From an optimization exercise on the open Yosys and OpenROAD flow, aimed at small area and a short achievable clock period; shortcuts taken in it are not production practice.
Function not checked in this run: the RTL went through the layout flow alone.
Power and IR drop assume default switching activity.

### flow/config.mk
export PLATFORM = sky130hd
export DESIGN_NAME = RGB_to_Gray
export DESIGN_NICKNAME = RGB_to_Gray
export VERILOG_FILES = /design/flow/design.v
export SDC_FILE = /design/flow/constraint.sdc
export NUM_CORES = 8
export LEC_CHECK = 0
export CAP_MARGIN = 20
export CORE_MARGIN = 2
export CORE_UTILIZATION = 60
export CTS_BUF_LIST = sky130_fd_sc_hd__clkbuf_8
export PLACE_DENSITY = 0.75
export SLEW_MARGIN = 20
export SYNTH_HIERARCHICAL = 1
export SYNTH_MINIMUM_KEEP_SIZE = 0
### flow/constraint.sdc
create_clock -name core_clock -period 16.0 [get_ports {CLK}]
set_input_delay 3.2000 -clock core_clock [delete_from_list [all_inputs] [get_ports {CLK}]]
set_output_delay 3.2000 -clock core_clock [all_outputs]
set_load 0.01 [all_outputs]
### flow/design.v
module RGB_to_Gray(input CLK, input [7:0] R, input [7:0] G, input [7:0] B, input In_Valid, output reg [7:0] Gray, output reg Out_Valid);
    reg [7:0] r, g, b; reg v0;
    always @(posedge CLK) begin r <= R; g <= G; b <= B; v0 <= In_Valid; end
    wire w8 = ({r[7], r[6], r[5], r[4], r[3], r[2], r[1], r[0]} >= 8'd2);
    wire w9 = ({r[7], r[6], r[5], r[4], r[3], r[2], r[1], r[0]} >= 8'd4);
    wire w10 = ({r[7], r[6], r[5], r[4], r[3], r[2], r[1], r[0]} >= 8'd7);
    wire w11 = ({r[7], r[6], r[5], r[4], r[3], r[2], r[1], r[0]} >= 8'd14);
    wire w12 = ({r[7], r[6], r[5], r[4], r[3], r[2], r[1], r[0]} >= 8'd27);
    wire w13 = ({r[7], r[6], r[5], r[4], r[3], r[2], r[1], r[0]} >= 8'd54);
    wire w14 = ({r[7], r[6], r[5], r[4], r[3], r[2], r[1], r[0]} >= 8'd108);
    wire w15 = ({r[7], r[6], r[5], r[4], r[3], r[2], r[1], r[0]} >= 8'd215);
    wire w24 = ({g[7], g[6], g[5], g[4], g[3], g[2], g[1], g[0]} >= 8'd2);
    wire w25 = ({g[7], g[6], g[5], g[4], g[3], g[2], g[1], g[0]} >= 8'd4);
    wire w26 = ({g[7], g[6], g[5], g[4], g[3], g[2], g[1], g[0]} >= 8'd7);
    wire w27 = ({g[7], g[6], g[5], g[4], g[3], g[2], g[1], g[0]} >= 8'd14);
    wire w28 = ({g[7], g[6], g[5], g[4], g[3], g[2], g[1], g[0]} >= 8'd28);
    wire w29 = ({g[7], g[6], g[5], g[4], g[3], g[2], g[1], g[0]} >= 8'd55);
    wire w30 = ({g[7], g[6], g[5], g[4], g[3], g[2], g[1], g[0]} >= 8'd110);
    wire w31 = ({g[7], g[6], g[5], g[4], g[3], g[2], g[1], g[0]} >= 8'd219);
    wire w41 = ({b[7], b[6], b[5], b[4], b[3], b[2], b[1], b[0]} >= 8'd3);
    wire w42 = ({b[7], b[6], b[5], b[4], b[3], b[2], b[1], b[0]} >= 8'd5);
    wire w43 = ({b[7], b[6], b[5], b[4], b[3], b[2], b[1], b[0]} >= 8'd9);
    wire w44 = ({b[7], b[6], b[5], b[4], b[3], b[2], b[1], b[0]} >= 8'd18);
    wire w45 = ({b[7], b[6], b[5], b[4], b[3], b[2], b[1], b[0]} >= 8'd36);
    wire w46 = ({b[7], b[6], b[5], b[4], b[3], b[2], b[1], b[0]} >= 8'd71);
    wire w47 = ({b[7], b[6], b[5], b[4], b[3], b[2], b[1], b[0]} >= 8'd141);
    wire w48_0, w48_1; ha u48 (r[2], r[1], w48_0, w48_1);
    wire w49_0, w49_1; fa u49 (r[3], r[2], r[1], w49_0, w49_1);
    wire w50_0, w50_1; fa u50 (r[4], r[3], r[2], w50_0, w50_1);
    wire w51_0, w51_1; fa u51 (r[5], r[4], r[3], w51_0, w51_1);
    wire w52_0, w52_1; fa u52 (r[6], r[5], r[4], w52_0, w52_1);
    wire w53_0, w53_1; fa u53 (r[7], r[6], r[5], w53_0, w53_1);
    wire w54_0, w54_1; ha u54 (r[1], r[0], w54_0, w54_1);
    wire w55_0, w55_1; fa u55 (r[0], w48_0, w11, w55_0, w55_1);
    wire w56_0, w56_1; fa u56 (w48_1, w12, w49_0, w56_0, w56_1);
    wire w57_0, w57_1; fa u57 (w49_1, w13, w50_0, w57_0, w57_1);
    wire w58_0, w58_1; fa u58 (w50_1, w14, w51_0, w58_0, w58_1);
    wire w59_0, w59_1; fa u59 (w51_1, w15, w52_0, w59_0, w59_1);
    wire w60_0, w60_1; fa u60 (r[0], w52_1, w53_0, w60_0, w60_1);
    wire w61_0, w61_1; ha u61 (r[0], w9, w61_0, w61_1);
    wire w62_0, w62_1; fa u62 (w54_0, w10, w61_1, w62_0, w62_1);
    wire w63_0, w63_1; fa u63 (w54_1, w55_0, w62_1, w63_0, w63_1);
    wire w64_0, w64_1; fa u64 (w55_1, w56_0, w63_1, w64_0, w64_1);
    wire w65_0, w65_1; fa u65 (w56_1, w57_0, w64_1, w65_0, w65_1);
    wire w66_0, w66_1; fa u66 (w57_1, w58_0, w65_1, w66_0, w66_1);
    wire w67_0, w67_1; fa u67 (w58_1, w59_0, w66_1, w67_0, w67_1);
    wire w68_0, w68_1; fa u68 (p59_1_1, p60_0_1, p67_1_1, w68_0, w68_1);
    wire w69_0, w69_1; ha u69 (g[4], g[0], w69_0, w69_1);
    wire w70_0, w70_1; fa u70 (g[5], g[1], w31, w70_0, w70_1);
    wire w71_0, w71_1; fa u71 (g[6], g[2], g[0], w71_0, w71_1);
    wire w72_0, w72_1; ha u72 (g[0], w26, w72_0, w72_1);
    wire w73_0, w73_1; fa u73 (g[1], w27, w72_1, w73_0, w73_1);
    wire w74_0, w74_1; fa u74 (g[2], w28, w73_1, w74_0, w74_1);
    wire w75_0, w75_1; fa u75 (g[3], w29, w74_1, w75_0, w75_1);
    wire w76_0, w76_1; fa u76 (w69_0, w30, w75_1, w76_0, w76_1);
    wire w77_0, w77_1; fa u77 (w69_1, w70_0, w76_1, w77_0, w77_1);
    wire w78_0, w78_1; fa u78 (p70_1_1, p71_0_1, p77_1_1, w78_0, w78_1);
    wire w79 = ~w8;
    wire w80 = w61_0 & w79;
    wire w81 = ~w24;
    wire w82 = w25 & w81;
    wire w83 = ~w9;
    wire w84 = w62_0 & w83;
    wire w85 = ~w25;
    wire w86 = w72_0 & w85;
    wire w87 = ~w10;
    wire w88 = w63_0 & w87;
    wire w89 = ~w26;
    wire w90 = w73_0 & w89;
    wire w91 = ~w11;
    wire w92 = w64_0 & w91;
    wire w93 = ~w27;
    wire w94 = w74_0 & w93;
    wire w95 = ~w12;
    wire w96 = w65_0 & w95;
    wire w97 = ~w28;
    wire w98 = w75_0 & w97;
    wire w99 = ~w13;
    wire w100 = w66_0 & w99;
    wire w101 = ~w29;
    wire w102 = w76_0 & w101;
    wire w103 = ~p14_0_1;
    wire w104 = p67_0_1 & w103;
    wire w105 = ~w30;
    wire w106 = w77_0 & w105;
    wire w107 = ~p15_0_1;
    wire w108 = w68_0 & w107;
    wire w109 = ~p31_0_1;
    wire w110 = w78_0 & w109;
    wire w111_0, w111_1; ha u111 (r[7], r[6], w111_0, w111_1);
    wire w112_0, w112_1; fa u112 (r[7], r[2], r[0], w112_0, w112_1);
    wire w113_0, w113_1; fa u113 (g[7], g[3], g[1], w113_0, w113_1);
    wire w114_0, w114_1; fa u114 (r[3], r[1], r[0], w114_0, w114_1);
    wire w115_0, w115_1; fa u115 (r[4], r[2], r[1], w115_0, w115_1);
    wire w116_0, w116_1; fa u116 (r[5], r[3], r[2], w116_0, w116_1);
    wire w117_0, w117_1; ha u117 (r[0], g[6], w117_0, w117_1);
    wire w118_0, w118_1; fa u118 (r[6], r[4], r[3], w118_0, w118_1);
    wire w119_0, w119_1; fa u119 (r[1], g[7], g[5], w119_0, w119_1);
    wire w120_0, w120_1; fa u120 (r[7], r[5], r[4], w120_0, w120_1);
    wire w121_0, w121_1; ha u121 (r[2], g[6], w121_0, w121_1);
    wire w122_0, w122_1; fa u122 (r[6], r[5], r[3], w122_0, w122_1);
    wire w123_0, w123_1; ha u123 (g[7], g[6], w123_0, w123_1);
    wire w124_0, w124_1; fa u124 (r[7], r[6], r[4], w124_0, w124_1);
    wire w125_0, w125_1; ha u125 (r[0], g[7], w125_0, w125_1);
    wire w126_0, w126_1; ha u126 (r[7], r[5], w126_0, w126_1);
    wire w127_0, w127_1; ha u127 (r[5], r[2], w127_0, w127_1);
    wire w128_0, w128_1; fa u128 (r[6], r[3], r[2], w128_0, w128_1);
    wire w129_0, w129_1; fa u129 (r[7], r[4], r[3], w129_0, w129_1);
    wire w130_0, w130_1; fa u130 (r[5], r[4], r[1], w130_0, w130_1);
    wire w131_0, w131_1; fa u131 (r[6], r[5], r[2], w131_0, w131_1);
    wire w132_0, w132_1; ha u132 (r[7], r[6], w132_0, w132_1);
    wire w133_0, w133_1; fa u133 (r[1], w111_0, w53_1, w133_0, w133_1);
    wire w134_0, w134_1; fa u134 (g[0], w111_1, w71_1, w134_0, w134_1);
    wire w135_0, w135_1; ha u135 (w112_0, w113_0, w135_0, w135_1);
    wire w136_0, w136_1; fa u136 (g[4], g[2], g[1], w136_0, w136_1);
    wire w137_0, w137_1; fa u137 (w112_1, w113_1, w114_0, w137_0, w137_1);
    wire w138_0, w138_1; fa u138 (g[5], g[3], g[2], w138_0, w138_1);
    wire w139_0, w139_1; fa u139 (g[0], w114_1, w115_0, w139_0, w139_1);
    wire w140_0, w140_1; fa u140 (g[4], g[3], g[1], w140_0, w140_1);
    wire w141_0, w141_1; fa u141 (w117_0, w115_1, w116_0, w141_0, w141_1);
    wire w142_0, w142_1; fa u142 (g[4], g[2], w117_1, w142_0, w142_1);
    wire w143_0, w143_1; fa u143 (w116_1, w118_0, w119_0, w143_0, w143_1);
    wire w144_0, w144_1; fa u144 (g[5], g[3], w121_0, w144_0, w144_1);
    wire w145_0, w145_1; fa u145 (w118_1, w119_1, w120_0, w145_0, w145_1);
    wire w146_0, w146_1; fa u146 (g[4], g[0], w121_1, w146_0, w146_1);
    wire w147_0, w147_1; fa u147 (w123_0, w120_1, w122_0, w147_0, w147_1);
    wire w148_0, w148_1; fa u148 (g[5], g[1], w123_1, w148_0, w148_1);
    wire w149_0, w149_1; fa u149 (w125_0, w122_1, w124_0, w149_0, w149_1);
    wire w150_0, w150_1; fa u150 (r[1], g[6], g[2], w150_0, w150_1);
    wire w151_0, w151_1; fa u151 (w125_1, w126_0, w124_1, w151_0, w151_1);
    wire w152_0, w152_1; fa u152 (r[6], r[2], g[7], w152_0, w152_1);
    wire w153_0, w153_1; fa u153 (g[3], g[0], w126_1, w153_0, w153_1);
    wire w154_0, w154_1; fa u154 (r[7], r[3], r[0], w154_0, w154_1);
    wire w155_0, w155_1; fa u155 (g[4], g[1], g[0], w155_0, w155_1);
    wire w156_0, w156_1; fa u156 (r[4], r[1], r[0], w156_0, w156_1);
    wire w157_0, w157_1; fa u157 (g[5], g[2], g[1], w157_0, w157_1);
    wire w158_0, w158_1; fa u158 (r[1], g[6], g[3], w158_0, w158_1);
    wire w159_0, w159_1; fa u159 (g[2], g[0], w127_0, w159_0, w159_1);
    wire w160_0, w160_1; fa u160 (g[7], g[4], g[3], w160_0, w160_1);
    wire w161_0, w161_1; fa u161 (g[1], w127_1, w128_0, w161_0, w161_1);
    wire w162_0, w162_1; fa u162 (r[0], g[5], g[4], w162_0, w162_1);
    wire w163_0, w163_1; fa u163 (g[2], w128_1, w129_0, w163_0, w163_1);
    wire w164_0, w164_1; fa u164 (g[6], g[5], g[3], w164_0, w164_1);
    wire w165_0, w165_1; fa u165 (g[0], w129_1, w130_0, w165_0, w165_1);
    wire w166_0, w166_1; fa u166 (g[7], g[6], g[4], w166_0, w166_1);
    wire w167_0, w167_1; fa u167 (g[1], w130_1, w131_0, w167_0, w167_1);
    wire w168_0, w168_1; fa u168 (r[3], g[7], g[5], w168_0, w168_1);
    wire w169_0, w169_1; fa u169 (g[2], w132_0, w131_1, w169_0, w169_1);
    wire w170_0, w170_1; fa u170 (r[7], r[4], g[6], w170_0, w170_1);
    wire w171_0, w171_1; ha u171 (g[3], w132_1, w171_0, w171_1);
    wire w172_0, w172_1; ha u172 (r[5], g[7], w172_0, w172_1);
    wire w173_0, w173_1; ha u173 (w133_0, w60_1, w173_0, w173_1);
    wire w174_0, w174_1; fa u174 (w133_1, w135_0, w134_0, w174_0, w174_1);
    wire w175_0, w175_1; fa u175 (w136_0, w135_1, w134_1, w175_0, w175_1);
    wire w176_0, w176_1; fa u176 (w136_1, w138_0, w137_1, w176_0, w176_1);
    wire w177_0, w177_1; fa u177 (w138_1, w140_0, w139_1, w177_0, w177_1);
    wire w178_0, w178_1; fa u178 (w140_1, w142_0, w141_1, w178_0, w178_1);
    wire w179_0, w179_1; fa u179 (w142_1, w144_0, w143_1, w179_0, w179_1);
    wire w180_0, w180_1; fa u180 (w144_1, w146_0, w145_1, w180_0, w180_1);
    wire w181_0, w181_1; fa u181 (w146_1, w148_0, w147_1, w181_0, w181_1);
    wire w182_0, w182_1; fa u182 (w150_0, w148_1, w149_1, w182_0, w182_1);
    wire w183_0, w183_1; fa u183 (w150_1, w152_0, w153_0, w183_0, w183_1);
    wire w184_0, w184_1; fa u184 (w152_1, w154_0, w155_0, w184_0, w184_1);
    wire w185_0, w185_1; fa u185 (w154_1, w155_1, w156_0, w185_0, w185_1);
    wire w186_0, w186_1; fa u186 (w156_1, w157_1, w158_0, w186_0, w186_1);
    wire w187_0, w187_1; fa u187 (w158_1, w160_0, w159_1, w187_0, w187_1);
    wire w188_0, w188_1; fa u188 (w160_1, w162_0, w161_1, w188_0, w188_1);
    wire w189_0, w189_1; fa u189 (w162_1, w164_0, w163_1, w189_0, w189_1);
    wire w190_0, w190_1; fa u190 (w164_1, w166_0, w165_1, w190_0, w190_1);
    wire w191_0, w191_1; fa u191 (w166_1, w168_0, w167_1, w191_0, w191_1);
    wire w192_0, w192_1; fa u192 (w168_1, w170_0, w171_0, w192_0, w192_1);
    wire w193_0, w193_1; fa u193 (g[4], w172_0, w170_1, w193_0, w193_1);
    wire w194_0, w194_1; ha u194 (r[6], g[5], w194_0, w194_1);
    wire w195_0, w195_1; ha u195 (p173_0_1, w110, w195_0, w195_1);
    wire w196_0, w196_1; fa u196 (p173_1_1, p174_0_1, w78_1, w196_0, w196_1);
    wire w197_0, w197_1; fa u197 (w137_0, w174_1, w175_0, w197_0, w197_1);
    wire w198_0, w198_1; fa u198 (w139_0, w175_1, w176_0, w198_0, w198_1);
    wire w199_0, w199_1; fa u199 (w141_0, w176_1, w177_0, w199_0, w199_1);
    wire w200_0, w200_1; fa u200 (w143_0, w177_1, w178_0, w200_0, w200_1);
    wire w201_0, w201_1; fa u201 (w145_0, w178_1, w179_0, w201_0, w201_1);
    wire w202_0, w202_1; fa u202 (w147_0, w179_1, w180_0, w202_0, w202_1);
    wire w203_0, w203_1; fa u203 (w149_0, w180_1, w181_0, w203_0, w203_1);
    wire w204_0, w204_1; fa u204 (w151_0, w181_1, w182_0, w204_0, w204_1);
    wire w205_0, w205_1; fa u205 (w151_1, w183_0, w182_1, w205_0, w205_1);
    wire w206_0, w206_1; fa u206 (w153_1, w184_0, w183_1, w206_0, w206_1);
    wire w207_0, w207_1; fa u207 (w157_0, w184_1, w185_0, w207_0, w207_1);
    wire w208_0, w208_1; fa u208 (w159_0, w185_1, w186_0, w208_0, w208_1);
    wire w209_0, w209_1; fa u209 (w186_1, w161_0, w187_0, w209_0, w209_1);
    wire w210_0, w210_1; fa u210 (w163_0, w187_1, w188_0, w210_0, w210_1);
    wire w211_0, w211_1; fa u211 (w165_0, w188_1, w189_0, w211_0, w211_1);
    wire w212_0, w212_1; fa u212 (w167_0, w189_1, w190_0, w212_0, w212_1);
    wire w213_0, w213_1; fa u213 (w169_0, w190_1, w191_0, w213_0, w213_1);
    wire w214_0, w214_1; fa u214 (w169_1, w192_0, w191_1, w214_0, w214_1);
    wire w215_0, w215_1; fa u215 (w171_1, w193_0, w192_1, w215_0, w215_1);
    wire w216_0, w216_1; fa u216 (w172_1, w194_0, w193_1, w216_0, w216_1);
    wire w217_0, w217_1; fa u217 (r[7], g[6], w194_1, w217_0, w217_1);
    wire w219 = w205_1 & w206_0;
    wire w220 = w206_1 | w207_0;
    wire w221 = w206_1 & w207_0;
    wire w222 = w207_1 | w208_0;
    wire w223 = w207_1 & w208_0;
    wire w224 = w208_1 | w209_0;
    wire w225 = w208_1 & w209_0;
    wire w226 = w209_1 | w210_0;
    wire w227 = w209_1 & w210_0;
    wire w228 = w210_1 | w211_0;
    wire w229 = w210_1 & w211_0;
    wire w230 = w211_1 | w212_0;
    wire w231 = w211_1 & w212_0;
    wire w232 = w212_1 | w213_0;
    wire w233 = w212_1 & w213_0;
    wire w234 = p213_1_1 | p214_0_1;
    wire w235 = p213_1_1 & p214_0_1;
    wire w236 = p214_1_1 | p215_0_1;
    wire w237 = p214_1_1 & p215_0_1;
    wire w238 = p215_1_1 | p216_0_1;
    wire w239 = p215_1_1 & p216_0_1;
    wire w240 = p216_1_1 | p217_0_1;
    wire w241 = p216_1_1 & p217_0_1;
    wire w242 = p217_1_1 | p23_0_1;
    wire w243 = p217_1_1 & p23_0_1;
    wire w244 = w221 | (w220 & w219);
    wire w246 = w225 | (w224 & w223);
    wire w247 = w224 & w222;
    wire w248 = w229 | (w228 & w227);
    wire w249 = w228 & w226;
    wire w250 = w233 | (w232 & w231);
    wire w251 = w232 & w230;
    wire w252 = w237 | (w236 & w235);
    wire w253 = w236 & w234;
    wire w254 = w241 | (w240 & w239);
    wire w255 = w240 & w238;
    wire w258 = w246 | (w247 & w244);
    wire w260 = w231 | (w230 & w248);
    wire w261 = w230 & w249;
    wire w262 = w250 | (w251 & w248);
    wire w263 = w251 & w249;
    wire w264 = w239 | (w238 & w252);
    wire w265 = w238 & w253;
    wire w266 = w254 | (w255 & w252);
    wire w267 = w255 & w253;
    wire w268 = w227 | (w226 & w258);
    wire w270 = w248 | (w249 & w258);
    wire w272 = w260 | (w261 & w258);
    wire w274 = w262 | (w263 & w258);
    wire w276 = w243 | (w242 & w266);
    wire w277 = w242 & w267;
    wire w278 = w235 | (w234 & p274_0_1);
    wire w280 = w252 | (w253 & p274_0_1);
    wire w282 = w264 | (w265 & p274_0_1);
    wire w284 = w266 | (w267 & p274_0_1);
    wire w286 = w276 | (w277 & p274_0_1);
    wire w288 = |{w210_1, w211_1, w212_1, w213_1, w214_1, w215_1, w216_1, w217_1, w211_0, w212_0, w213_0, w214_0, w215_0, w216_0, w217_0, g[7], w268};
    wire w289 = |{w211_1, w212_1, w213_1, w214_1, w215_1, w216_1, w217_1, w212_0, w213_0, w214_0, w215_0, w216_0, w217_0, g[7], w270};
    wire w290 = |{w212_1, w213_1, w214_1, w215_1, w216_1, w217_1, w213_0, w214_0, w215_0, w216_0, w217_0, g[7], w272};
    wire w291 = |{p213_1_1, p214_1_1, p215_1_1, p216_1_1, p217_1_1, p214_0_1, p215_0_1, p216_0_1, p217_0_1, p23_0_1, p274_0_1};
    wire w292 = |{p214_1_1, p215_1_1, p216_1_1, p217_1_1, p215_0_1, p216_0_1, p217_0_1, p23_0_1, w278};
    wire w293 = |{p215_1_1, p216_1_1, p217_1_1, p216_0_1, p217_0_1, p23_0_1, w280};
    wire w294 = |{p216_1_1, p217_1_1, p217_0_1, p23_0_1, w282};
    wire w295 = |{p217_1_1, p23_0_1, w284};
    wire w296 = |{w286};
    wire w297 = ~b[0];
    wire w298 = ~b[1];
    wire w299 = ~b[2];
    wire w300 = ~b[3];
    wire w301 = ~b[4];
    wire w302 = ~b[5];
    wire w303 = ~b[6];
    wire w304 = ~b[7];
    wire w305_0, w305_1; fa u305 (b[6], b[4], b[2], w305_0, w305_1);
    wire w306_0, w306_1; ha u306 (b[7], b[5], w306_0, w306_1);
    wire w307_0, w307_1; ha u307 (b[6], b[4], w307_0, w307_1);
    wire w308_0, w308_1; ha u308 (b[7], b[5], w308_0, w308_1);
    wire w309_0, w309_1; ha u309 (b[4], b[2], w309_0, w309_1);
    wire w310_0, w310_1; fa u310 (b[5], b[3], b[1], w310_0, w310_1);
    wire w311_0, w311_1; fa u311 (w297, w47, w305_0, w311_0, w311_1);
    wire w312_0, w312_1; fa u312 (b[3], w298, w306_0, w312_0, w312_1);
    wire w313_0, w313_1; fa u313 (b[0], w299, w306_1, w313_0, w313_1);
    wire w314_0, w314_1; fa u314 (b[1], w300, w307_1, w314_0, w314_1);
    wire w315_0, w315_1; fa u315 (b[6], b[2], w301, w315_0, w315_1);
    wire w316_0, w316_1; ha u316 (b[2], b[0], w316_0, w316_1);
    wire w317_0, w317_1; fa u317 (b[3], b[1], w44, w317_0, w317_1);
    wire w318_0, w318_1; fa u318 (b[0], w309_0, w45, w318_0, w318_1);
    wire w319_0, w319_1; fa u319 (w309_1, w46, w310_0, w319_0, w319_1);
    wire w320; xn u320 (w310_1, w311_0, w320);
    wire w321 = w310_1 | w311_0;
    wire w322_0, w322_1; fa u322 (w305_1, w312_0, w311_1, w322_0, w322_1);
    wire w323_0, w323_1; fa u323 (w307_0, w312_1, w313_0, w323_0, w323_1);
    wire w324_0, w324_1; fa u324 (w308_0, w313_1, w314_0, w324_0, w324_1);
    wire w325_0, w325_1; fa u325 (w308_1, w315_0, w314_1, w325_0, w325_1);
    wire w326_0, w326_1; ha u326 (b[0], w41, w326_0, w326_1);
    wire w327_0, w327_1; fa u327 (b[1], w42, w326_1, w327_0, w327_1);
    wire w328_0, w328_1; fa u328 (w316_0, w43, w327_1, w328_0, w328_1);
    wire w329_0, w329_1; fa u329 (w316_1, w317_0, w328_1, w329_0, w329_1);
    wire w330_0, w330_1; fa u330 (w317_1, w318_0, w329_1, w330_0, w330_1);
    wire w331_0, w331_1; fa u331 (w318_1, w319_0, w330_1, w331_0, w331_1);
    wire w332_0, w332_1; fa u332 (w319_1, w320, w331_1, w332_0, w332_1);
    wire w333_0, w333_1; fa u333 (p321_0_1, p322_0_1, p332_1_1, w333_0, w333_1);
    wire w334_0, w334_1; fa u334 (p322_1_1, p323_0_1, w333_1, w334_0, w334_1);
    wire w335_0, w335_1; fa u335 (p323_1_1, p324_0_1, w334_1, w335_0, w335_1);
    wire w336_0, w336_1; fa u336 (p324_1_1, p325_0_1, w335_1, w336_0, w336_1);
    wire w337 = ~w42;
    wire w338 = w328_0 & w337;
    wire w339 = w338 & w288;
    wire w340 = ~p339_0_1;
    wire w341 = ~w43;
    wire w342 = w329_0 & w341;
    wire w343 = w342 & w289;
    wire w344 = ~p343_0_1;
    wire w345 = ~w44;
    wire w346 = w330_0 & w345;
    wire w347 = p346_0_1 & p290_0_1;
    wire w348 = ~w347;
    wire w349 = ~w45;
    wire w350 = w331_0 & w349;
    wire w351 = p350_0_1 & w291;
    wire w352 = ~w351;
    wire w353 = ~w46;
    wire w354 = w332_0 & w353;
    wire w355 = p354_0_1 & w292;
    wire w356 = ~w355;
    wire w357 = ~w47;
    wire w358 = w333_0 & p357_0_1;
    wire w359 = w358 & w293;
    wire w360 = ~w359;
    wire w361 = w334_0 & w294;
    wire w362 = ~w361;
    wire w363 = w335_0 & w295;
    wire w364 = ~w363;
    wire w365 = w336_0 & w296;
    wire w366 = ~w365;
    wire w367_0, w367_1; fa u367 (b[7], b[3], w302, w367_0, w367_1);
    wire w368_0, w368_1; ha u368 (w297, w315_1, w368_0, w368_1);
    wire w369_0, w369_1; ha u369 (b[4], w303, w369_0, w369_1);
    wire w370_0, w370_1; ha u370 (b[7], b[5], w370_0, w370_1);
    wire w371_0, w371_1; ha u371 (b[6], b[1], w371_0, w371_1);
    wire w372_0, w372_1; ha u372 (b[7], b[2], w372_0, w372_1);
    wire w373_0, w373_1; fa u373 (w367_0, w368_0, w325_1, w373_0, w373_1);
    wire w374_0, w374_1; fa u374 (w298, w369_0, w367_1, w374_0, w374_1);
    wire w375_0, w375_1; ha u375 (w368_1, w197_0, w375_0, w375_1);
    wire w376_0, w376_1; fa u376 (b[5], w304, w299, w376_0, w376_1);
    wire w377_0, w377_1; fa u377 (w369_1, w197_1, w198_0, w377_0, w377_1);
    wire w378_0, w378_1; fa u378 (b[6], w300, w198_1, w378_0, w378_1);
    wire w379 = ~w199_0;
    wire w380_0, w380_1; fa u380 (b[7], w301, w297, w380_0, w380_1);
    wire w381_0, w381_1; ha u381 (w199_1, w200_0, w381_0, w381_1);
    wire w382_0, w382_1; fa u382 (w302, w298, w200_1, w382_0, w382_1);
    wire w383_0, w383_1; fa u383 (b[0], w303, w299, w383_0, w383_1);
    wire w384_0, w384_1; fa u384 (b[1], w304, w300, w384_0, w384_1);
    wire w385_0, w385_1; fa u385 (b[2], b[0], w301, w385_0, w385_1);
    wire w386_0, w386_1; ha u386 (w203_1, w204_0, w386_0, w386_1);
    wire w387_0, w387_1; fa u387 (b[3], b[1], w302, w387_0, w387_1);
    wire w388; xn u388 (w204_1, w205_0, w388);
    wire w389 = w204_1 | w205_0;
    wire w390_0, w390_1; fa u390 (b[4], b[2], w303, w390_0, w390_1);
    wire w391_0, w391_1; fa u391 (w297, w206_0, w205_1, w391_0, w391_1);
    wire w392_0, w392_1; fa u392 (b[5], b[3], w304, w392_0, w392_1);
    wire w393_0, w393_1; fa u393 (w298, w207_0, w206_1, w393_0, w393_1);
    wire w394_0, w394_1; fa u394 (b[6], b[4], w299, w394_0, w394_1);
    wire w395; xn u395 (w207_1, w208_0, w395);
    wire w396 = w207_1 | w208_0;
    wire w397_0, w397_1; fa u397 (b[0], w300, w370_0, w397_0, w397_1);
    wire w398; xn u398 (w208_1, w209_0, w398);
    wire w399 = w208_1 | w209_0;
    wire w400_0, w400_1; fa u400 (w301, w370_1, w371_0, w400_0, w400_1);
    wire w401; xn u401 (w209_1, w210_0, w401);
    wire w402 = w209_1 | w210_0;
    wire w403_0, w403_1; fa u403 (w302, w371_1, w372_0, w403_0, w403_1);
    wire w404; xn u404 (w210_1, w211_0, w404);
    wire w405 = w210_1 | w211_0;
    wire w406_0, w406_1; fa u406 (b[3], w303, w372_1, w406_0, w406_1);
    wire w407; xn u407 (w211_1, w212_0, w407);
    wire w408 = w211_1 | w212_0;
    wire w409_0, w409_1; fa u409 (b[4], w304, w212_1, w409_0, w409_1);
    wire w410 = ~w213_0;
    wire w411_0, w411_1; ha u411 (b[5], w213_1, w411_0, w411_1);
    wire w412_0, w412_1; ha u412 (p38_0_1, p215_0_1, w412_0, w412_1);
    wire w413_0, w413_1; ha u413 (p39_0_1, p216_0_1, w413_0, w413_1);
    wire w414_0, w414_1; ha u414 (w80, w338, w414_0, w414_1);
    wire w415_0, w415_1; fa u415 (w82, w84, w342, w415_0, w415_1);
    wire w416_0, w416_1; fa u416 (w86, w88, w346, w416_0, w416_1);
    wire w417_0, w417_1; fa u417 (w90, w92, w350, w417_0, w417_1);
    wire w418_0, w418_1; fa u418 (p94_0_1, p96_0_1, p354_0_1, w418_0, w418_1);
    wire w419_0, w419_1; fa u419 (p98_0_1, p100_0_1, w358, w419_0, w419_1);
    wire w420_0, w420_1; fa u420 (p102_0_1, w104, w334_0, w420_0, w420_1);
    wire w421_0, w421_1; fa u421 (p106_0_1, w108, w335_0, w421_0, w421_1);
    wire w422_0, w422_1; fa u422 (w68_1, w195_0, w336_0, w422_0, w422_1);
    wire w423_0, w423_1; fa u423 (p373_0_1, w196_0, w195_1, w423_0, w423_1);
    wire w424_0, w424_1; fa u424 (w374_0, w373_1, w375_0, w424_0, w424_1);
    wire w425_0, w425_1; fa u425 (w376_0, w374_1, w375_1, w425_0, w425_1);
    wire w426_0, w426_1; fa u426 (w376_1, w379, w377_1, w426_0, w426_1);
    wire w427_0, w427_1; fa u427 (w380_0, w199_0, w378_1, w427_0, w427_1);
    wire w428_0, w428_1; fa u428 (w380_1, w201_0, w381_1, w428_0, w428_1);
    wire w429_0, w429_1; fa u429 (w383_0, w201_1, w202_0, w429_0, w429_1);
    wire w430_0, w430_1; fa u430 (w383_1, w384_0, w202_1, w430_0, w430_1);
    wire w431_0, w431_1; fa u431 (w384_1, w385_0, w386_0, w431_0, w431_1);
    wire w432_0, w432_1; fa u432 (w385_1, w387_0, w388, w432_0, w432_1);
    wire w433_0, w433_1; fa u433 (w387_1, w390_0, w389, w433_0, w433_1);
    wire w434_0, w434_1; fa u434 (w390_1, w392_0, w393_0, w434_0, w434_1);
    wire w435_0, w435_1; fa u435 (w392_1, w394_0, w395, w435_0, w435_1);
    wire w436_0, w436_1; fa u436 (w394_1, w397_0, w396, w436_0, w436_1);
    wire w437_0, w437_1; fa u437 (w397_1, w400_0, w399, w437_0, w437_1);
    wire w438_0, w438_1; fa u438 (w400_1, w403_0, w402, w438_0, w438_1);
    wire w439_0, w439_1; fa u439 (w403_1, w406_0, w405, w439_0, w439_1);
    wire w440_0, w440_1; fa u440 (w406_1, w410, w408, w440_0, w440_1);
    wire w441_0, w441_1; fa u441 (w214_0, w213_0, w411_0, w441_0, w441_1);
    wire w442_0, w442_1; fa u442 (p214_1_1, w412_0, p411_1_1, w442_0, w442_1);
    wire w443_0, w443_1; fa u443 (p215_1_1, w413_0, w412_1, w443_0, w443_1);
    wire w444_0, w444_1; fa u444 (p217_0_1, p216_1_1, w413_1, w444_0, w444_1);
    wire w445_0, w445_1; ha u445 (p23_0_1, p217_1_1, w445_0, w445_1);
    wire w446_0, w446_1; ha u446 (p414_0_1, w340, w446_0, w446_1);
    wire w447_0, w447_1; fa u447 (p414_1_1, p415_0_1, w344, w447_0, w447_1);
    wire w448_0, w448_1; fa u448 (p415_1_1, p416_0_1, w348, w448_0, w448_1);
    wire w449_0, w449_1; fa u449 (p416_1_1, w352, p417_0_1, w449_0, w449_1);
    wire w450_0, w450_1; fa u450 (p417_1_1, w356, w418_0, w450_0, w450_1);
    wire w451_0, w451_1; fa u451 (w418_1, w360, w419_0, w451_0, w451_1);
    wire w452_0, w452_1; fa u452 (w419_1, w362, w420_0, w452_0, w452_1);
    wire w453_0, w453_1; fa u453 (w420_1, w364, w421_0, w453_0, w453_1);
    wire w454_0, w454_1; fa u454 (w421_1, w366, w422_0, w454_0, w454_1);
    wire w455_0, w455_1; fa u455 (w423_0, w336_1, w422_1, w455_0, w455_1);
    wire w456_0, w456_1; fa u456 (p424_0_1, w196_1, w423_1, w456_0, w456_1);
    wire w457_0, w457_1; fa u457 (w377_0, w424_1, w425_0, w457_0, w457_1);
    wire w458_0, w458_1; fa u458 (w378_0, w425_1, w426_0, w458_0, w458_1);
    wire w459_0, w459_1; fa u459 (w381_0, w426_1, w427_0, w459_0, w459_1);
    wire w460_0, w460_1; fa u460 (w382_0, w427_1, w428_0, w460_0, w460_1);
    wire w461_0, w461_1; fa u461 (w382_1, w429_0, w428_1, w461_0, w461_1);
    wire w462_0, w462_1; fa u462 (w203_0, w429_1, w430_0, w462_0, w462_1);
    wire w463; xn u463 (w430_1, w431_0, w463);
    wire w464 = w430_1 | w431_0;
    wire w465_0, w465_1; fa u465 (w386_1, w432_0, w431_1, w465_0, w465_1);
    wire w466_0, w466_1; fa u466 (w391_0, w432_1, w433_0, w466_0, w466_1);
    wire w467_0, w467_1; fa u467 (w391_1, w433_1, w434_0, w467_0, w467_1);
    wire w468_0, w468_1; fa u468 (w393_1, w435_0, w434_1, w468_0, w468_1);
    wire w469_0, w469_1; fa u469 (w398, w435_1, w436_0, w469_0, w469_1);
    wire w470_0, w470_1; fa u470 (w436_1, w401, w437_0, w470_0, w470_1);
    wire w471_0, w471_1; fa u471 (w404, w437_1, w438_0, w471_0, w471_1);
    wire w472_0, w472_1; fa u472 (w407, w438_1, w439_0, w472_0, w472_1);
    wire w473_0, w473_1; fa u473 (w409_0, w439_1, w440_0, w473_0, w473_1);
    wire w474_0, w474_1; fa u474 (w409_1, w440_1, w441_0, w474_0, w474_1);
    wire w475; xn u475 (p441_1_1, w442_0, w475);
    wire w476 = p441_1_1 | w442_0;
    wire w477; xn u477 (w443_0, w442_1, w477);
    wire w478 = w443_0 | w442_1;
    wire w479; xn u479 (w444_0, w443_1, w479);
    wire w480 = w444_0 | w443_1;
    wire w481; xn u481 (w445_0, w444_1, w481);
    wire w482 = w445_0 | w444_1;
    wire w483 = ~w445_1;
    wire w484 = w446_1 | w447_0;
    wire w485 = w446_1 & w447_0;
    wire w486 = w447_1 | w448_0;
    wire w487 = w447_1 & w448_0;
    wire w488 = w448_1 | w449_0;
    wire w489 = w448_1 & w449_0;
    wire w490 = w449_1 | w450_0;
    wire w491 = w449_1 & w450_0;
    wire w492 = w450_1 | w451_0;
    wire w493 = w450_1 & w451_0;
    wire w494 = w451_1 | w452_0;
    wire w495 = w451_1 & w452_0;
    wire w496 = w452_1 | w453_0;
    wire w497 = w452_1 & w453_0;
    wire w498 = w453_1 | w454_0;
    wire w499 = w453_1 & w454_0;
    wire w500 = w454_1 | w455_0;
    wire w501 = w454_1 & w455_0;
    wire w502 = w455_1 | w456_0;
    wire w503 = w455_1 & w456_0;
    wire w504 = w456_1 | p457_0_1;
    wire w505 = w456_1 & p457_0_1;
    wire w506 = p457_1_1 | p458_0_1;
    wire w507 = p457_1_1 & p458_0_1;
    wire w508 = p458_1_1 | p459_0_1;
    wire w509 = p458_1_1 & p459_0_1;
    wire w510 = p459_1_1 | p460_0_1;
    wire w511 = p459_1_1 & p460_0_1;
    wire w512 = p460_1_1 | p461_0_1;
    wire w513 = p460_1_1 & p461_0_1;
    wire w514 = w461_1 | w462_0;
    wire w515 = w461_1 & w462_0;
    wire w516 = w462_1 | w463;
    wire w517 = w462_1 & w463;
    wire w518 = p464_0_1 | p465_0_1;
    wire w519 = p464_0_1 & p465_0_1;
    wire w520 = p465_1_1 | p466_0_1;
    wire w521 = p465_1_1 & p466_0_1;
    wire w522 = p466_1_1 | p467_0_1;
    wire w523 = p466_1_1 & p467_0_1;
    wire w524 = w467_1 | w468_0;
    wire w525 = w467_1 & w468_0;
    wire w526 = w468_1 | w469_0;
    wire w527 = w468_1 & w469_0;
    wire w528 = w469_1 | w470_0;
    wire w529 = w469_1 & w470_0;
    wire w530 = p470_1_1 | p471_0_1;
    wire w531 = p470_1_1 & p471_0_1;
    wire w532_0, w532_1; ha u532 (w471_1, w472_0, w532_0, w532_1);
    wire w533_0, w533_1; ha u533 (p472_1_1, p473_0_1, w533_0, w533_1);
    wire w534_0, w534_1; ha u534 (p473_1_1, p474_0_1, w534_0, w534_1);
    wire w535_0, w535_1; ha u535 (p474_1_1, w475, w535_0, w535_1);
    wire w536_0, w536_1; ha u536 (w476, w477, w536_0, w536_1);
    wire w537_0, w537_1; ha u537 (w478, w479, w537_0, w537_1);
    wire w538_0, w538_1; ha u538 (w480, w481, w538_0, w538_1);
    wire w539_0, w539_1; ha u539 (w482, w483, w539_0, w539_1);
    wire w540 = w531 | (w530 & p529_0_1);
    wire w541 = w530 & p528_0_1;
    wire w542 = w527 | (w526 & w525);
    wire w543 = w526 & w524;
    wire w544 = w540 | (w541 & p542_0_1);
    wire w545 = w541 & p543_0_1;
    wire w546 = w523 | (w522 & w521);
    wire w547 = w522 & w520;
    wire w548 = w546 | (w547 & w519);
    wire w549 = w547 & w518;
    wire w550 = w544 | (w545 & w548);
    wire w551 = w545 & w549;
    wire w552 = w517 | (w516 & w515);
    wire w553 = w516 & w514;
    wire w554 = p552_0_1 | (p553_0_1 & w513);
    wire w555 = p553_0_1 & w512;
    wire w556 = w511 | (w510 & w509);
    wire w557 = w510 & w508;
    wire w558 = w556 | (w557 & w507);
    wire w559 = w557 & w506;
    wire w560 = w554 | (w555 & w558);
    wire w561 = w555 & w559;
    wire w562 = w550 | (w551 & w560);
    wire w563 = w551 & w561;
    wire w564 = w505 | (w504 & w503);
    wire w565 = w504 & w502;
    wire w566 = w564 | (w565 & w501);
    wire w567 = w565 & w500;
    wire w568 = w499 | (w498 & w497);
    wire w569 = w498 & w496;
    wire w570 = w568 | (w569 & w495);
    wire w571 = w569 & w494;
    wire w572 = w566 | (w567 & w570);
    wire w573 = w567 & w571;
    wire w574 = w493 | (w492 & w491);
    wire w575 = w492 & w490;
    wire w576 = w574 | (w575 & w489);
    wire w577 = w575 & w488;
    wire w578 = w487 | (w486 & w485);
    wire w579 = w486 & w484;
    wire w580 = w578 | (w579 & w446_0);
    wire w581 = w576 | (w577 & w580);
    wire w583 = w572 | (w573 & w581);
    wire w585 = w562 | (w563 & w583);
    wire w587 = p532_1_1 | (p532_0_1 & w585);
    wire w588 = p533_1_1 | (p533_0_1 & p587_0_1);
    wire w590 = p535_1_1 | (p535_0_1 & p534_1_1);
    wire w591 = p535_0_1 & p534_0_1;
    wire w592 = w537_1 | (w537_0 & w536_1);
    wire w593 = p537_0_1 & p536_0_1;
    wire w596 = p534_1_1 | (p534_0_1 & w588);
    wire w598 = w590 | (w591 & w588);
    wire w600 = p538_1_1 | (p538_0_1 & p592_0_1);
    wire w601 = p538_0_1 & w593;
    wire w604 = p536_1_1 | (p536_0_1 & w598);
    wire w606 = p592_0_1 | (w593 & w598);
    wire w608 = w600 | (w601 & w598);
    wire w612; xr u612 (p532_0_1, w585, w612);
    wire w613; xr u613 (p533_0_1, p587_0_1, w613);
    wire w614; xr u614 (p534_0_1, w588, w614);
    wire w615; xr u615 (p535_0_1, w596, w615);
    wire w616; xr u616 (p536_0_1, w598, w616);
    wire w617; xr u617 (p537_0_1, w604, w617);
    wire w618; xr u618 (p538_0_1, w606, w618);
    wire w619; xr u619 (p539_0_1, w608, w619);
    reg p23_0_1;
    reg p38_0_1;
    reg p39_0_1;
    reg p14_0_1;
    reg p15_0_1;
    reg p59_1_1;
    reg p60_0_1;
    reg p67_1_1;
    reg p31_0_1;
    reg p70_1_1;
    reg p71_0_1;
    reg p77_1_1;
    reg p67_0_1;
    reg p173_0_1;
    reg p173_1_1;
    reg p174_0_1;
    reg p213_1_1;
    reg p214_0_1;
    reg p214_1_1;
    reg p215_0_1;
    reg p215_1_1;
    reg p216_0_1;
    reg p216_1_1;
    reg p217_0_1;
    reg p217_1_1;
    reg p274_0_1;
    reg p321_0_1;
    reg p322_0_1;
    reg p332_1_1;
    reg p322_1_1;
    reg p323_0_1;
    reg p323_1_1;
    reg p324_0_1;
    reg p324_1_1;
    reg p325_0_1;
    reg p339_0_1;
    reg p343_0_1;
    reg p346_0_1;
    reg p290_0_1;
    reg p350_0_1;
    reg p354_0_1;
    reg p357_0_1;
    reg p94_0_1;
    reg p96_0_1;
    reg p98_0_1;
    reg p100_0_1;
    reg p102_0_1;
    reg p106_0_1;
    reg p373_0_1;
    reg p411_1_1;
    reg p414_0_1;
    reg p414_1_1;
    reg p415_0_1;
    reg p415_1_1;
    reg p416_0_1;
    reg p416_1_1;
    reg p417_0_1;
    reg p417_1_1;
    reg p424_0_1;
    reg p441_1_1;
    reg p457_0_1;
    reg p457_1_1;
    reg p458_0_1;
    reg p458_1_1;
    reg p459_0_1;
    reg p459_1_1;
    reg p460_0_1;
    reg p460_1_1;
    reg p461_0_1;
    reg p464_0_1;
    reg p465_0_1;
    reg p465_1_1;
    reg p466_0_1;
    reg p466_1_1;
    reg p467_0_1;
    reg p470_1_1;
    reg p471_0_1;
    reg p472_1_1;
    reg p473_0_1;
    reg p473_1_1;
    reg p474_0_1;
    reg p474_1_1;
    reg p529_0_1;
    reg p528_0_1;
    reg p542_0_1;
    reg p543_0_1;
    reg p552_0_1;
    reg p553_0_1;
    reg p532_1_1;
    reg p532_0_1;
    reg p533_1_1;
    reg p533_0_1;
    reg p587_0_1;
    reg p535_1_1;
    reg p535_0_1;
    reg p534_1_1;
    reg p534_0_1;
    reg p537_0_1;
    reg p536_1_1;
    reg p536_0_1;
    reg p538_1_1;
    reg p538_0_1;
    reg p592_0_1;
    reg p539_0_1;
    reg p612_0_1;
    always @(posedge CLK) begin
        p23_0_1 <= g[7];
        p38_0_1 <= b[6];
        p39_0_1 <= b[7];
        p14_0_1 <= w14;
        p15_0_1 <= w15;
        p59_1_1 <= w59_1;
        p60_0_1 <= w60_0;
        p67_1_1 <= w67_1;
        p31_0_1 <= w31;
        p70_1_1 <= w70_1;
        p71_0_1 <= w71_0;
        p77_1_1 <= w77_1;
        p67_0_1 <= w67_0;
        p173_0_1 <= w173_0;
        p173_1_1 <= w173_1;
        p174_0_1 <= w174_0;
        p213_1_1 <= w213_1;
        p214_0_1 <= w214_0;
        p214_1_1 <= w214_1;
        p215_0_1 <= w215_0;
        p215_1_1 <= w215_1;
        p216_0_1 <= w216_0;
        p216_1_1 <= w216_1;
        p217_0_1 <= w217_0;
        p217_1_1 <= w217_1;
        p274_0_1 <= w274;
        p321_0_1 <= w321;
        p322_0_1 <= w322_0;
        p332_1_1 <= w332_1;
        p322_1_1 <= w322_1;
        p323_0_1 <= w323_0;
        p323_1_1 <= w323_1;
        p324_0_1 <= w324_0;
        p324_1_1 <= w324_1;
        p325_0_1 <= w325_0;
        p339_0_1 <= w339;
        p343_0_1 <= w343;
        p346_0_1 <= w346;
        p290_0_1 <= w290;
        p350_0_1 <= w350;
        p354_0_1 <= w354;
        p357_0_1 <= w357;
        p94_0_1 <= w94;
        p96_0_1 <= w96;
        p98_0_1 <= w98;
        p100_0_1 <= w100;
        p102_0_1 <= w102;
        p106_0_1 <= w106;
        p373_0_1 <= w373_0;
        p411_1_1 <= w411_1;
        p414_0_1 <= w414_0;
        p414_1_1 <= w414_1;
        p415_0_1 <= w415_0;
        p415_1_1 <= w415_1;
        p416_0_1 <= w416_0;
        p416_1_1 <= w416_1;
        p417_0_1 <= w417_0;
        p417_1_1 <= w417_1;
        p424_0_1 <= w424_0;
        p441_1_1 <= w441_1;
        p457_0_1 <= w457_0;
        p457_1_1 <= w457_1;
        p458_0_1 <= w458_0;
        p458_1_1 <= w458_1;
        p459_0_1 <= w459_0;
        p459_1_1 <= w459_1;
        p460_0_1 <= w460_0;
        p460_1_1 <= w460_1;
        p461_0_1 <= w461_0;
        p464_0_1 <= w464;
        p465_0_1 <= w465_0;
        p465_1_1 <= w465_1;
        p466_0_1 <= w466_0;
        p466_1_1 <= w466_1;
        p467_0_1 <= w467_0;
        p470_1_1 <= w470_1;
        p471_0_1 <= w471_0;
        p472_1_1 <= w472_1;
        p473_0_1 <= w473_0;
        p473_1_1 <= w473_1;
        p474_0_1 <= w474_0;
        p474_1_1 <= w474_1;
        p529_0_1 <= w529;
        p528_0_1 <= w528;
        p542_0_1 <= w542;
        p543_0_1 <= w543;
        p552_0_1 <= w552;
        p553_0_1 <= w553;
        p532_1_1 <= w532_1;
        p532_0_1 <= w532_0;
        p533_1_1 <= w533_1;
        p533_0_1 <= w533_0;
        p587_0_1 <= w587;
        p535_1_1 <= w535_1;
        p535_0_1 <= w535_0;
        p534_1_1 <= w534_1;
        p534_0_1 <= w534_0;
        p537_0_1 <= w537_0;
        p536_1_1 <= w536_1;
        p536_0_1 <= w536_0;
        p538_1_1 <= w538_1;
        p538_0_1 <= w538_0;
        p592_0_1 <= w592;
        p539_0_1 <= w539_0;
        p612_0_1 <= w612;
    end
    reg v1; always @(posedge CLK) v1 <= v0;
    reg v2; always @(posedge CLK) v2 <= v1;
    always @(posedge CLK) begin Gray <= {w619, w618, w617, w616, w615, w614, w613, p612_0_1}; Out_Valid <= v2; end
endmodule
module fa(input a, input b, input c, output s, output co);
    assign s = a ^ b ^ c;
    assign co = (a & b) | (a & c) | (b & c);
endmodule
module ha(input a, input b, output s, output co);
    assign s = a ^ b;
    assign co = a & b;
endmodule
module xr(input a, input b, output y);
    assign y = a ^ b;
endmodule
module xn(input a, input b, output y);
    assign y = ~(a ^ b);
endmodule
module ao(input g1, input p1, input g0, output y);
    assign y = g1 | (p1 & g0);
endmodule
module an2(input a, input b, output y);
    assign y = a & b;
endmodule
module or2(input a, input b, output y);
    assign y = a | b;
endmodule
### flow/flow/run.sh
#!/bin/bash
# Standard ORFS layout with the standard synthesis unchanged. Port buffers are
# sky130_fd_sc_hd__buf_2, and timing repair is asked to reach a setup slack of
# 11.95 ns at the design's own clock period and constraints.
set -euo pipefail
export SETUP_SLACK_MARGIN=11.95
export BUFFER_PORTS_ARGS="-buffer_cell sky130_fd_sc_hd__buf_2"
bash standard.sh synth > synth.log 2>&1
bash standard.sh > layout.log 2>&1
### flow/standard.sh
#!/bin/bash
# synth_recipe.tcl (not shown) runs the flow's synth.tcl, then flattens the netlist and writes it again
# the make line also repeats each setting of config.mk as NAME=value (left out here)
make -C /OpenROAD-flow-scripts/flow DESIGN_CONFIG=/design/flow/config.mk WORK_HOME=/design/flow/orfs CLKGATE_MAP_FILE= SYNTH_SCRIPT=/design/flow/synth_recipe.tcl "${@:-finish}"
==> implementation parameters <==
Parameter                              Value

Pwr
  Leak    approximately 4.3 nW
  Power per standard cell area    between 150 and 200 mW/mm²
  Power consumption    0.001880 W
  Max VDD drop    around 0.00017 V

GRT
  Pin count of the biggest net entering global routing    18
  Global-route wire length before repair    about 33 mm
  GR Util All Layers    between 20% and 30%
  Via count of the first global-routing pass    6142
  Initial antenna violation count    0
  GRT Residual Overflow    0

Synthesis
  Synthesized-area fraction occupied by ao, oa, aoi and oai cells    6.363%
  Main combinational cell family by area after synthesis    adder cells
  YS warnings    7
  Synthesized instance count    between 600 and 700
  Adder-Cell Fraction of Synth Area    54.33%
  Share of synthesized registers carrying an async set or reset    0%
  Count of state elements after synthesis    ~140
  Number of enable flip-flop cells after synthesis    0
  Share of synthesized area spent on multiplexers    0%
  Post-synthesis share of cell area spent on xor and xnor gates    1.875%
  Most used flip-flop cell after synthesis    sky130_fd_sc_hd__dfxtp_1
  Simple logic cell fraction of the synthesized area    under 10%
  Post-synthesis sequential area ratio    between 30% and 40%
  Number of distinct standard cells referenced by the synthesized netlist    44
  Average cell area after synthesis    around 14 µm²
  Cell area after synthesis    just over 0.009 mm²
  Net Count, Synth    approximately 950

Setup path
  Largest incremental delay on the critical path    around 320 ps
  Worst reg-to-reg setup slack    roughly 12000 ps
  Cell-by-cell trace of the critical path    buf_6
  Total buffers and inverters traversed by the critical path    1
  Cell family contributing the most delay on the critical path    flip-flops
  Critical-path maximum fanout    1
  Reg2reg start    r[5]$_DFF_P_
  Reg-to-Reg End    p528_0_1$_DFF_P_
  Critical setup path kind    reg -> out
  Data required time at the worst endpoint    12800 ps
  Critical-path top delay cell    sky130_fd_sc_hd__dfxtp_2
  Crit path launch type    flip-flop
  Reg2Reg Depth    8
  Data arrival time of the critical path    890 ps
  Kind of end point of the critical path    output pin

CTS
  Clock buffer count from CTS    17
  Clock tree from TritonCTS    yes
  Later-pin clock latency in the skew report    around 470 ps
  Clock transition at the registers of the reported paths    about 80 ps
  Maximum clock insertion buffer count    2
  Count of clock tree sinks    141
  Cell at the root of the clock tree    sky130_fd_sc_hd__clkbuf_8
  Max H-tree Level    4

Detailed routing
  Number of violations reported at the end of detailed-routing iteration 0    395
  Average detailed-routed wire length per instance    21.93 µm
  Overall via count from detail_route    approximately 5500
  Final WL    around 21 mm
  Post-route DRC violation count    0
  Number of vias per cell after detailed routing    slightly below 6
  Number of iterations in the first detailed-routing pass    4
  Antenna Violating Nets Remaining    0

Final layout
  Number of nets in the final layout    1043
  Antenna diode count    0
  Combined area of the multi-input logic cells    around 0.0065 mm²
  Share of post-route cells with drive strength above 1    a little over a fifth
  Filler Cell Count    slightly above 1000
  Most frequent cells in the layout    sky130_fd_sc_hd__fa_1 (217), sky130_fd_sc_hd__dfxtp_1 (113), sky130_fd_sc_hd__ha_1 (47)
  Most common library cell in the layout ignoring fill and taps    sky130_fd_sc_hd__fa_1
  Post-synthesis to final-layout area growth    12.75%
  Storage element area    0.002890 mm²

Timing
  Fin. max-slew vios    0
  Tightest Pin Transition    ~700 ps
  Post-Route Skew    around 14 ps
  # setup viols final    0
  Share of the clock period used by the worst path    25.59%
  Minimum period implied by the final worst setup slack    4094 ps
  Worst slew margin relative to its limit    between 50% and 60%
  Smallest hold slack    ~340 ps
  Setup total negative slack    0 ps
  Final hold violations    0
  Setup repair after global routing missed its margin    yes
  Fmax    between 200 and 250 MHz

Floorplanning
  Die ar.    about 0.017 mm²
  Starting density of the core    61.44%
  Number of top-level pins    35
  Width of the die    between 100 and 150 µm
  Core Region    roughly 0.015 mm²
  Core Rows    45
  Die Y    128.8 µm

Hold path
  Worst hold start    p612_0_1$_DFF_P_
  Terminating pin of the worst hold path    Gray[0]$_DFF_P_
  Type of the tightest min-delay check    reg -> reg
  Number of cells traversed by the worst hold path    0

Placement
  Final HPWL DP    around 16 mm
  Count of input and output buffers    34
  Weighted congestion at the end of routability-driven global placement    slightly above 0.9

Run
  Max-Cap Viols    0

Status
  Result of the run  no timing/DRC/antenna violations
==> flip-flops by register name (all words and copies together) (netlist names), 8 cells and up <==
register and cells:
g 8, b 8, Gray 8, r 8
==> power breakdown <==
group | internal (W) | switching (W) | total [W]
sequential | 0.000475 | 0.0000743 | 0.000549
combinational | 0.000517 | 0.000556 | 0.00107
clock | 0.000116 | 0.000142 | 0.000258
==> cell usage after synthesis, types with 2 or more instances <==
| cell type | n | share of area, % |
|---|---|---|
| sky130_fd_sc_hd__a2111o_1 | 2 | 0.24 |
| sky130_fd_sc_hd__a211oi_1 | 2 | 0.16 |
| sky130_fd_sc_hd__a21o_1 | 9 | 0.72 |
| sky130_fd_sc_hd__a21oi_1 | 17 | 0.91 |
| sky130_fd_sc_hd__a221oi_1 | 2 | 0.19 |
| sky130_fd_sc_hd__a2bb2oi_1 | 3 | 0.28 |
| sky130_fd_sc_hd__a31o_2 | 2 | 0.19 |
| sky130_fd_sc_hd__a31oi_1 | 13 | 0.87 |
| sky130_fd_sc_hd__a41oi_1 | 2 | 0.19 |
| sky130_fd_sc_hd__and2_1 | 8 | 0.54 |
| sky130_fd_sc_hd__and3_1 | 10 | 0.67 |
| sky130_fd_sc_hd__dfxtp_1 | 141 | 30 |
| sky130_fd_sc_hd__fa_1 | 221 | 47 |
| sky130_fd_sc_hd__ha_1 | 47 | 6.3 |
| sky130_fd_sc_hd__inv_1 | 23 | 0.92 |
| sky130_fd_sc_hd__maj3_1 | 4 | 0.43 |
| sky130_fd_sc_hd__maj3_2 | 2 | 0.24 |
| sky130_fd_sc_hd__nand2_1 | 23 | 0.92 |
| sky130_fd_sc_hd__nand2b_1 | 2 | 0.13 |
| sky130_fd_sc_hd__nand3_1 | 7 | 0.38 |
| sky130_fd_sc_hd__nand4_1 | 2 | 0.13 |
| sky130_fd_sc_hd__nor2_1 | 26 | 1.0 |
| sky130_fd_sc_hd__nor2b_1 | 4 | 0.27 |
| sky130_fd_sc_hd__nor3_1 | 6 | 0.32 |
| sky130_fd_sc_hd__nor4_1 | 5 | 0.33 |
| sky130_fd_sc_hd__o211ai_1 | 3 | 0.24 |
| sky130_fd_sc_hd__o21ai_0 | 9 | 0.48 |
| sky130_fd_sc_hd__o21bai_1 | 2 | 0.16 |
| sky130_fd_sc_hd__o221ai_1 | 2 | 0.19 |
| sky130_fd_sc_hd__o22a_1 | 3 | 0.28 |
| sky130_fd_sc_hd__o22ai_1 | 4 | 0.27 |
| sky130_fd_sc_hd__o31ai_1 | 5 | 0.40 |
| sky130_fd_sc_hd__o41ai_1 | 2 | 0.19 |
| sky130_fd_sc_hd__or2_2 | 19 | 1.3 |
| sky130_fd_sc_hd__xnor2_1 | 12 | 1.1 |
| sky130_fd_sc_hd__xor2_1 | 8 | 0.75 |
==> through the flow <==
step                      setup WS [ps]  utilization, %  std cells  cell area (µm²)
final                             11910           69.28        950            10530
after global routing              11850           69.28        950            10530
after CTS                         11870           67.28        922            10230
after detailed placement          11600           64.15        882             9752
after global placement            11700           64.15        882             9752
after floorplan                   11950               -        660             9346
==> kinds of logic (layout without fill, tap and decap cells) <==
family	Yosys count	count (layout)
buffers and inverters	23	125
adders and majority gates	274	274
other	1	1
AOI/OAI and AO/OA	86	86
xor gates and xnor gates	20	20
DFF	141	141
and+or+nand+nor	115	115
==> worst max path at each step <==
| stage | slack (ps) | from | cells after the start | end |
|---|---|---|---|---|
| after detailed placement | 11600 | r[5]$_DFF_P_ | 8 | p528_0_1$_DFF_P_ |
| after CTS | 11870 | Gray[7]$_DFF_P_ | 1 | Gray[7] |
| final | 11910 | Gray[3]$_DFF_P_ | 1 | Gray[3] |
| after global routing | 11850 | Gray[2]$_DFF_P_ | 1 | Gray[2] |
| after floorplan | 11950 | r[5]$_DFF_P_ | 8 | p528_0_1$_DFF_P_ |
| after global placement | 11700 | r[5]$_DFF_P_ | 8 | p528_0_1$_DFF_P_ |
==> Yosys stat by module (local to each module, per instance) <==
module | flops+latches | cells
ha | 0 | 1
RGB_to_Gray | 141 | 372
fa | 0 | 1
xn | 0 | 1
xr | 0 | 1
==> repair_timing <==
item / CTS / global route
endpoints found under the setup margin: 43 / 27
hold buffers: 0 / 0
gates resized for setup: 30 / 28
gates cloned: 0 / 0
buffers inserted: 8 / 28
pin swaps: 2 / 1
==> cell type report <==
cell class | count | share of cell area (%)
clock inverters | 13 | 0.8792
clock buffers | 19 | 2.483
flip-flops and latches | 141 | 27.44
inverters | 23 | 0.9386
multi-input cells | 496 | 61.36
well taps | 188 | 2.234
repair buffers | 70 | 4.657
==> routing by layer <==
layer	up-vias	share of wire, %	global-route usage, %
li1	2403	-	-
met3	38	5.7	7.401
met2	179	52	45.19
met4	0	2.5	10.10
met1	2882	40	36.09
met5	-	0	0

## afterwards: timing with drivers on the ports
No port has a modelled driver above. Below, the same layout with a new extraction and two added sets of constraints.
Step 1: set_driving_cell puts a clkbuf_16 on CLK and a buf_2 on each other input, an assumption about the parent block.
Step 2 moves the port delays by t, midway between the first and last clock arrival at a register: inputs arrive t later, outputs are due t later. That takes back most of the time a late clock gives input paths.
Slacks: ideal / step 1 / step 2; pairs: ideal / step 1.
t (ns): 0.502
slack for setup (ns): 11.906 / 11.865 / 12.012
latest minus earliest clock arrival (ns): 0.014 / 0.013
After both steps this run still meets setup and hold. For this run, drivers alone change the setup slack by -0.041 ns; drivers and shift together by +0.106 ns.
